Context: an optimization exercise on an open-source flow, tuned for small area. The choices shown serve that exercise and are no tape-out recipe.
In this exercise RTL edits were held to simulation tests only and were not proved equivalent to the original.
No activity file was given, so power comes from the tool's default toggle rates.

File: design/flow/config.mk
export PLATFORM = sky130hd
export DESIGN_NAME = pit8253
export DESIGN_NICKNAME = pit8253
export VERILOG_FILES = /design/flow/design.v
export SDC_FILE = /design/flow/constraint.sdc
export NUM_CORES = 4
export LEC_CHECK = 0
export CAP_MARGIN = 20
export CORE_MARGIN = 2
export CORE_UTILIZATION = 40
export PLACE_DENSITY = 0.6
export SLEW_MARGIN = 20
File: design/flow/constraint.sdc
create_clock -name core_clock -period 5.0 [get_ports {clk}]
set_input_delay 1.0000 -clock core_clock [delete_from_list [all_inputs] [get_ports {clk}]]
set_output_delay 1.0000 -clock core_clock [all_outputs]
set_load 0.01 [all_outputs]
File: design/flow/design.v
`default_nettype none
module pit8253(clk, rst, ce, tce, a, wr, rd, gate, din, dout, t_out);
	input 			clk;		 
	input 			rst;		 
	input 			ce;			 
	input 			tce;		 
	input [1:0] 	a;			 
	input 			wr;			 
	input 			rd;			 
	input [2:0] 	gate;		 
	input [7:0] 	din;		 
	output reg[7:0] dout;		 
	output [2:0] 	t_out;		 
wire	[7:0] 	q0;
wire	[7:0]	q1;
wire	[7:0]	q2;
wire 	[3:0] wren;
wire	[3:0] rden;
reg		[5:0] cword0;
reg		[5:0] cword1;
reg		[5:0] cword2;
reg 	[2:0] cwsel;
reg 	[3:0] sel;
always @* 
	case(a)
		2'b00:	sel <= 4'b0001;
		2'b01:	sel <= 4'b0010;
		2'b10:	sel <= 4'b0100;
		2'b11:	sel <= 4'b1000;
	endcase
assign wren = {4{wr}} & sel;
assign rden = {4{rd}} & sel;
always @* begin
	case (din[7:6]) 
	2'b00:	cwsel <= 3'b001;
	2'b01:	cwsel <= 3'b010;
	2'b10:	cwsel <= 3'b100;
	2'b11:	cwsel <= 3'b000;
	endcase
end
always @* 
	case (rden) 
		3'b001:	dout <= q0;
		3'b010:	dout <= q1;
		3'b100:	dout <= q2;
		default:dout <= 0;
	endcase
pit8253_counterunit cu0(clk, rst, ce, tce, din[5:0], wren[3] & cwsel[0], din, wren[0], rden[0], q0, gate[0], t_out[0]);
pit8253_counterunit cu1(clk, rst, ce, tce, din[5:0], wren[3] & cwsel[1], din, wren[1], rden[1], q1, gate[1], t_out[1]);
pit8253_counterunit cu2(clk, rst, ce, tce, din[5:0], wren[3] & cwsel[2], din, wren[2], rden[2], q2, gate[2], t_out[2]);
endmodule
module pit8253_counterunit(clk, rst, ce, tce, cword, cwset, d, wren, rden, dout, gate, t_out);
	input	clk;			 
	input	rst;			 
	input	ce;				 
	input	tce;			 
	input 	[5:0] cword;	 
	input	cwset;			 
	input	[7:0] d;		 
	input	wren;			 
	input	rden;			 
	output	[7:0] dout;		 
	input	gate;			 
	output	t_out;			 
parameter M0 = 3'd0, M1 = 3'd1, M2 = 3'd2, M3 = 3'd3, M4 = 3'd4, M5 = 3'd5;
parameter                       M2X= 3'd6, M3X= 3'd7;  
reg		outreg;
assign 	t_out = outreg;
reg  [5:0] 	cwreg;
wire [2:0] 	cw_mode = cwreg[3:1];
wire [1:0]	rl_mode	 = cwreg[5:4];
reg [15:0] 	counter_load;
wire[15:0] 	counter_q;
reg 		counter_wren_wr; 
wire 		counter_wren = ((cw_mode != M1 && cw_mode != M5) & counter_wren_wr);
wire 		autoreload = (cw_mode[1:0] == M3) || (cw_mode[1:0] == M2); 
pit8253_downcounter dctr(clk, rst, counter_clock_enable, cw_mode[1:0] == M3, autoreload, outreg, counter_load, counter_wren, counter_q);
reg 		loading_stopper;
always @* loading_stopper <= (cw_mode == M0 || cw_mode == M4) & counter_loading;
wire counter_clock_enable = tce & counter_loaded & !loading_stopper;
reg			loading_msb;	 
reg 		counter_starting;
reg 		counter_loaded;
reg 		counter_loading;
wire read_latch_e = cword[5:4] == 2'b00;
readhelper rbus(.clk(clk), .rst(rst), .ce(tce), .rden(rden), .rl_mode(rl_mode), .cwset(cwset), .latch_e(read_latch_e), .counter_q(counter_q), .q(dout));
always @(posedge clk) begin
	if (rst) begin
		outreg <= 1'b0;
		cwreg <= 6'd0;
		counter_load <= 16'd0;
		counter_wren_wr <= 1'b0;
		loading_msb <= 1'b0;
		counter_starting <= 1'b0;
		counter_loaded <= 1'b0;
		counter_loading <= 1'b0;
	end else begin
	if (cwset) begin
		if (cword[5:4] != 2'b00) begin
			loading_msb <= 0;	 
			counter_loaded <= 0;
			counter_loading <= 0;
			cwreg <= cword;
			case (cword[3:1]) 
				M0:	 
					begin
						outreg <= 1'b0;
					end
				M1:	 
					begin
						outreg <= 1'b1;
					end
				M2, M2X:	 
					begin
						outreg <= 1'b1;
					end
				M3, M3X:  
					begin
						outreg <= 1'b1;
					end
				M4:	 
					begin
						outreg <= 1'b1;
					end
				M5:	 
					begin
						outreg <= 1'b1;
					end
				default:
					begin
						outreg <= 1'b1;
					end
			endcase		
		end
	end
	if (wren & ce) begin
		case (rl_mode)
		2'b01:	begin
					counter_load[7:0] <= d;
					counter_starting <= 1;
					counter_wren_wr <= 1;
				end
		2'b10: 	begin
					counter_load[15:8] <= d;
					counter_starting <= 1;
					counter_wren_wr <= 1;
				end
		2'b11:	begin
					if (loading_msb) begin
						counter_load[15:8] <= d;
						counter_starting <= 1;
						counter_loading <= 0;
						counter_wren_wr <= ~counter_loaded;
					end	else begin
						counter_load[7:0] <= d;
						counter_loaded <= ((cw_mode == M1) || (cw_mode == M5) || (cw_mode[1] == 1))  ? counter_loaded : 0;  
						counter_loading <= 1;
					end
					loading_msb <= ~loading_msb;
				end
		2'b00:  ;  
		endcase
	end
	if (tce & counter_wren) begin
		counter_wren_wr <= 0;
	end
	if (tce & counter_starting) begin
		counter_loaded <= 1;
		counter_starting <= 0;
	end
	if (tce) begin
		case (cw_mode) 
			M0:	begin
					if (counter_q == 16'd1) begin	 
						outreg <= 1;
					end
				end
			M1:;  
			M2,M2X:	begin
					if (counter_q == 16'd2) begin
						outreg <= 0;
					end else begin
						outreg <= 1;
					end
				end
			M3,M3X:	begin
					if (counter_q == 16'd2) begin
						outreg <= ~outreg;
					end 
				end
			M4:	begin
					if (counter_q == 16'd0) begin
						outreg <= 0;
					end else
						outreg <= 1;  
				end
			M5: ;  
			default:;
		endcase
	end
	end
end
endmodule
module readhelper(input clk, input rst, input ce, input rden, input cwset, input latch_e, input [1:0] rl_mode, input [15:0] counter_q, output reg [7:0] q);
reg [2:0] read_state;
reg	[15:0] latched_q;
reg read_msb;
wire [7:0] r_lsb = rl_mode == 2'b10 ? counter_q[15:8] : counter_q[7:0];
wire [7:0] r_msb = rl_mode == 2'b01 ? counter_q[7:0]  : counter_q[15:8];
always @*
	case (read_msb)
	0:	q <= read_state == 0 ? r_lsb : latched_q[7:0];
	1: 	q <= read_state == 0 ? r_msb : latched_q[15:8];
	endcase
always @(posedge clk)
	if (rst) latched_q <= 16'd0;
	else if (cwset && latch_e) latched_q <= counter_q;
always @(posedge clk)
	if (rst) begin
		read_state <= 3'd0;
		read_msb <= 1'b0;
	end else if (ce) begin
		if (cwset) begin
			read_msb <= 0;
			if (latch_e) begin
				read_state <= 2;
			end
			else
				read_state <= 0;
		end 
		else begin
			if (rden) begin
				case (read_state) 
				0:	read_state <= 0;
				1: 	read_state <= 0;
				2:	read_state <= 1;
				endcase
				read_msb <= ~read_msb;
			end 
		end
	end
endmodule
module pit8253_downcounter(clk, rst, ce, halfmode, autoreload, o, d, wren, q);
	input clk;
	input rst;
	input ce;
	input halfmode;	 
	input autoreload;
	input o;		 
	input [15:0] d;
	input wren;
	output [15:0] q;
reg  [15:0] counter;
reg wrlatch;
wire [15:0] next = counter - (~halfmode ? 16'd1 : counter[0] == 1'b0 ? 16'd2 : o ? 1 : 3);
assign q = counter;
always @(posedge clk) begin
	if (rst) begin
		counter <= 16'd0;
	end else if (wren) begin
		counter <= d;
	end else if (ce) begin
		counter <= (autoreload & ~|next) ? d : next;
	end
end
endmodule
File: design/flow/run.sh
#!/bin/bash
# synth_recipe.tcl (not shown) runs the flow's synth.tcl, then flattens the netlist and writes it again
# the make line also repeats each setting of config.mk as NAME=value (left out here)
make -C /OpenROAD-flow-scripts/flow DESIGN_CONFIG=/design/flow/config.mk WORK_HOME=/design/flow/orfs CLKGATE_MAP_FILE= SYNTH_SCRIPT=/design/flow/synth_recipe.tcl finish
==> impl_metrics.json <==
{
  "outcome": "timing/DRC/antenna clean",
  "cp_slowest_cell": "dfxtp_1",
  "gp_congestion": 0.876,
  "setup_viol": 0,
  "cp.depth": 7,
  "synth_area_per_cell_um2": 8.05,
  "drt.antenna.violating_nets": 0,
  "slowest_delay_ns": 0.76,
  "worstMarginPinSlew_ns": 1.11,
  "yosysWarnings": 4,
  "drive_gt1_frac": 0.0697,
  "grt_max_degree": 77,
  "grt_antenna_before_repair": 0,
  "drtIter0Drc": 911,
  "design_area_um2": 11100,
  "cts_tree": "done",
  "cp_top_family": "compound AO/OA/AOI/OAI gates",
  "layout_common_cells": "dfxtp_1 (186), nor2_1 (180), mux2i_1 (123), a21oi_1 (109), nand2_1 (102)",
  "port_buffers": 26,
  "async_reset_ff_frac": 0,
  "crit_fanout": 20,
  "grt_overflow": 0,
  "critPathBufInv": 1,
  "relSlewSlack": 0.257,
  "sw_frac_of_total": 0.246,
  "hold_viol_final": 0,
  "initial_core_util": 0.404,
  "vias_per_cell": 5.71,
  "grt.total_usage": 0.214,
  "power.leakage_nw": 3.92,
  "arrival_ns": 3.49,
  "die_w_um": 162,
  "ys_seq_area_frac": 0.371,
  "utilization": 0.448,
  "reg2reg_from": "cu2.cwreg[2]$_SDFFE_PP0P_",
  "dp_hpwl_um": 19000,
  "diodes": 0,
  "period_minus_slack_ns": 4.49,
  "regArea_um2": 3720,
  "path_cells": "mux2i_1, nand2_1, a311oi_1, a21oi_1, o22ai_1, and2_1, clkdlybuf4s50_1",
  "dpl_cell_area_um2": 10500,
  "core_area_um2": 24900,
  "nets": 1255,
  "synth_top_flop_cell": "dfxtp_1",
  "hold_path.class": "reg -> reg",
  "grt_pass1_wl_um": 45000,
  "power_frac_clock": 0.458,
  "holdBufCountCts": 0,
  "required_ns": 4.00,
  "maxCapViolations": 0,
  "wl_per_cell_um": 17.9,
  "final_cells": 1564,
  "synth_area_um2": 10000,
  "fin_skew_ns": 0.0119,
  "p_per_area_nw_per_um2": 274,
  "critPathKind": "reg -> out",
  "post_cts_buffers": 0,
  "fin_crit_sh": 0.899,
  "crit_path_end_kind": "output pin",
  "endpoint": "dout[4]",
  "final_common_cell": "dfxtp_1",
  "vias": 8926,
  "ys_types": 72,
  "multiInputGateArea_um2": 5830,
  "die_y_um": 162,
  "r2r-end": "cu2.dctr.counter[3]$_SDFFE_PP0P_",
  "p_sw_mw": 0.750,
  "synth_fp_nets": 1282,
  "cts_resized": 0,
  "clock_latency_ns": 0.43,
  "combPwrFrac": 0.053,
  "clk_pin_slew_ns": 0.07,
  "fill_cells": 2491,
  "io_pins": 30,
  "syn_inst": 1248,
  "grt_pass1_vias": 8208,
  "critPathLaunch": "cu0.rbus.read_msb$_SDFFE_PP0P_",
  "cts_buffers": 17,
  "clockRootBuffer": "clkbuf_16",
  "drv_slew": 0,
  "place_inst": 1532,
  "p_int_mw": 2.30,
  "clockBufferDepth": 2,
  "totalWireLength_um": 28100,
  "ys_ff_latch": 186,
  "clock.fmax_ghz": 0.223,
  "htreeDepth": 4,
  "area_growth_pct": 10.9,
  "rsz0062_at_grt": "no",
  "synth_edf_count": 0,
  "max-vdd-ir-drop_mv": 0.235,
  "startpoint_type": "register",
  "cts_num_sinks": 186,
  "die-area_um2": 26400,
  "rows": 58,
  "seqPwrFrac": 0.490,
  "route.detailed.drc": 0,
  "setup_tns_ns": 0,
  "rr_worst_depth": 10,
  "r2r_setup_slack_ns": 0.97,
  "firstDrtPassIters": 5
}
-- final cells by class --
type,instances,area share
Clock buffer,18,0.0394
Timing Repair Buffer,52,0.0407
Sequential cell,186,0.334
Clock inverter,14,0.0145
Tap cell,330,0.0371
Inverter,32,0.0108
Multi-Input combinational cell,932,0.523
-- worst min path at each step --
stage	start	end	slack (ns)	cells after the start
after detailed placement	cu1.rbus.latched_q[5]$_SDFFE_PP0P_	cu1.rbus.latched_q[5]$_SDFFE_PP0P_	0.45	2
after global routing	cu1.rbus.latched_q[14]$_SDFFE_PP0P_	cu1.rbus.latched_q[14]$_SDFFE_PP0P_	0.47	2
after global placement	cu1.rbus.latched_q[5]$_SDFFE_PP0P_	cu1.rbus.latched_q[5]$_SDFFE_PP0P_	0.44	2
after CTS	cu1.rbus.latched_q[5]$_SDFFE_PP0P_	cu1.rbus.latched_q[5]$_SDFFE_PP0P_	0.46	2
final	cu1.rbus.latched_q[5]$_SDFFE_PP0P_	cu1.rbus.latched_q[5]$_SDFFE_PP0P_	0.46	2
after floorplan	cu1.rbus.latched_q[0]$_SDFFE_PP0P_	cu1.rbus.latched_q[0]$_SDFFE_PP0P_	0.44	2
-- cells by family after synthesis --
family | Yosys count | share of synthesized area
AO/OA/AOI/OAI | 289 | 0.186
multiplexers | 133 | 0.134
adder cells (fa/ha/maj) | 15 | 0.0209
flip-flops | 186 | 0.371
XOR/XNOR | 15 | 0.0131
buffers and inverters | 130 | 0.0520
AND/OR/NAND/NOR | 480 | 0.224
-- power by group through the flow --
stage	logic [mW]	registers (mW)	clock network, mW
6_report	0.161	1.49	1.40
5_1_grt	0.174	1.50	1.48
4_1_cts	0.161	1.49	1.43
3_5_place_dp	0.160	1.53	0
3_3_place_gp	0.160	1.53	0
2_1_floorplan	0.104	1.52	0
-- cells in the mapped netlist (9+ instances only) --
cell      number  area, um^2
ha_1          12         150
nor3_1        43         215
mux2i_1      123        1230
clkbuf_1      86         323
nand4_1        9        56.3
nor4_1        13        81.3
nor2_1       180         676
o21ai_1       21         105
a31oi_1        9        56.3
or4_1         11        82.6
nand3_1       38         190
o22ai_1       16         100
dfxtp_1      186        3720
nand2_1      102         383
a211oi_1      24         180
a21oi_1      109         546
or3_1         12        75.1
o32ai_1       12         105
o21ai_0       34         170
inv_1         25        93.8
nor2b_1       22         138
and2_1        17         106
-- layer usage --
layer | wire [um] | track usage
met5 | 0 | 0
met4 | 584 | 0.0688
met2 | 12500 | 0.333
met1 | 13400 | 0.304
met3 | 1600 | 0.0321
-- state kept, by name (all words and copies together) (netlist names), 5 cells and up --
name	flops
cu1.cwreg	5
cu1.dctr.counter	16
cu2.cwreg	5
cu0.cwreg	5
cu0.counter_load	16
cu1.rbus.latched_q	16
cu2.rbus.latched_q	16
cu0.dctr.counter	16
cu2.dctr.counter	16
cu0.rbus.latched_q	16
cu1.counter_load	16
cu2.counter_load	16
-- metrics by stage --
step,setup slack (ns),power [mW],hold slack [ns]
2_1_floorplan,1.39,1.63,0.436
3_3_place_gp,0.689,1.69,0.442
4_1_cts,0.543,3.08,0.456
5_1_grt,0.303,3.15,0.474
3_5_place_dp,0.679,1.69,0.446
6_report,0.506,3.05,0.456
-- tightest hold or removal path, delay by kind of cell, from the launching register on --
kind               cells  cell delay, ns
DFF                    1            0.31
AOI/OAI and AO/OA      1            0.05
and+or+nand+nor        1            0.05

==> static timing again, ports no longer ideal <==
How much do the figures lean on ideal ports? The routed layout below was timed once more, with nothing changed but the port constraints. Step 1 sets driving cells, clkbuf_16 on the clock port and buf_2 on the other inputs (assumed; they add their load-dependent delay and slew). Step 2 moves the port delays by t, midway between the first and last clock arrival at a register: inputs arrive t later, outputs are due t later. That takes back most of the time a late clock gives input paths. a / b / c = ideal / step 1 / step 2; a / b = the first two.
t (ns): 0.475
slack for setup (ns): 0.506 / 0.459 / 0.610
clock arrival spread, ns: 0.013 / 0.013
slew at the worst register clock pin (ns): 0.08 / 0.08
After both steps this run still meets setup and hold. The setup slack of this run moves by -0.047 ns with the drivers and by +0.104 ns with both steps.
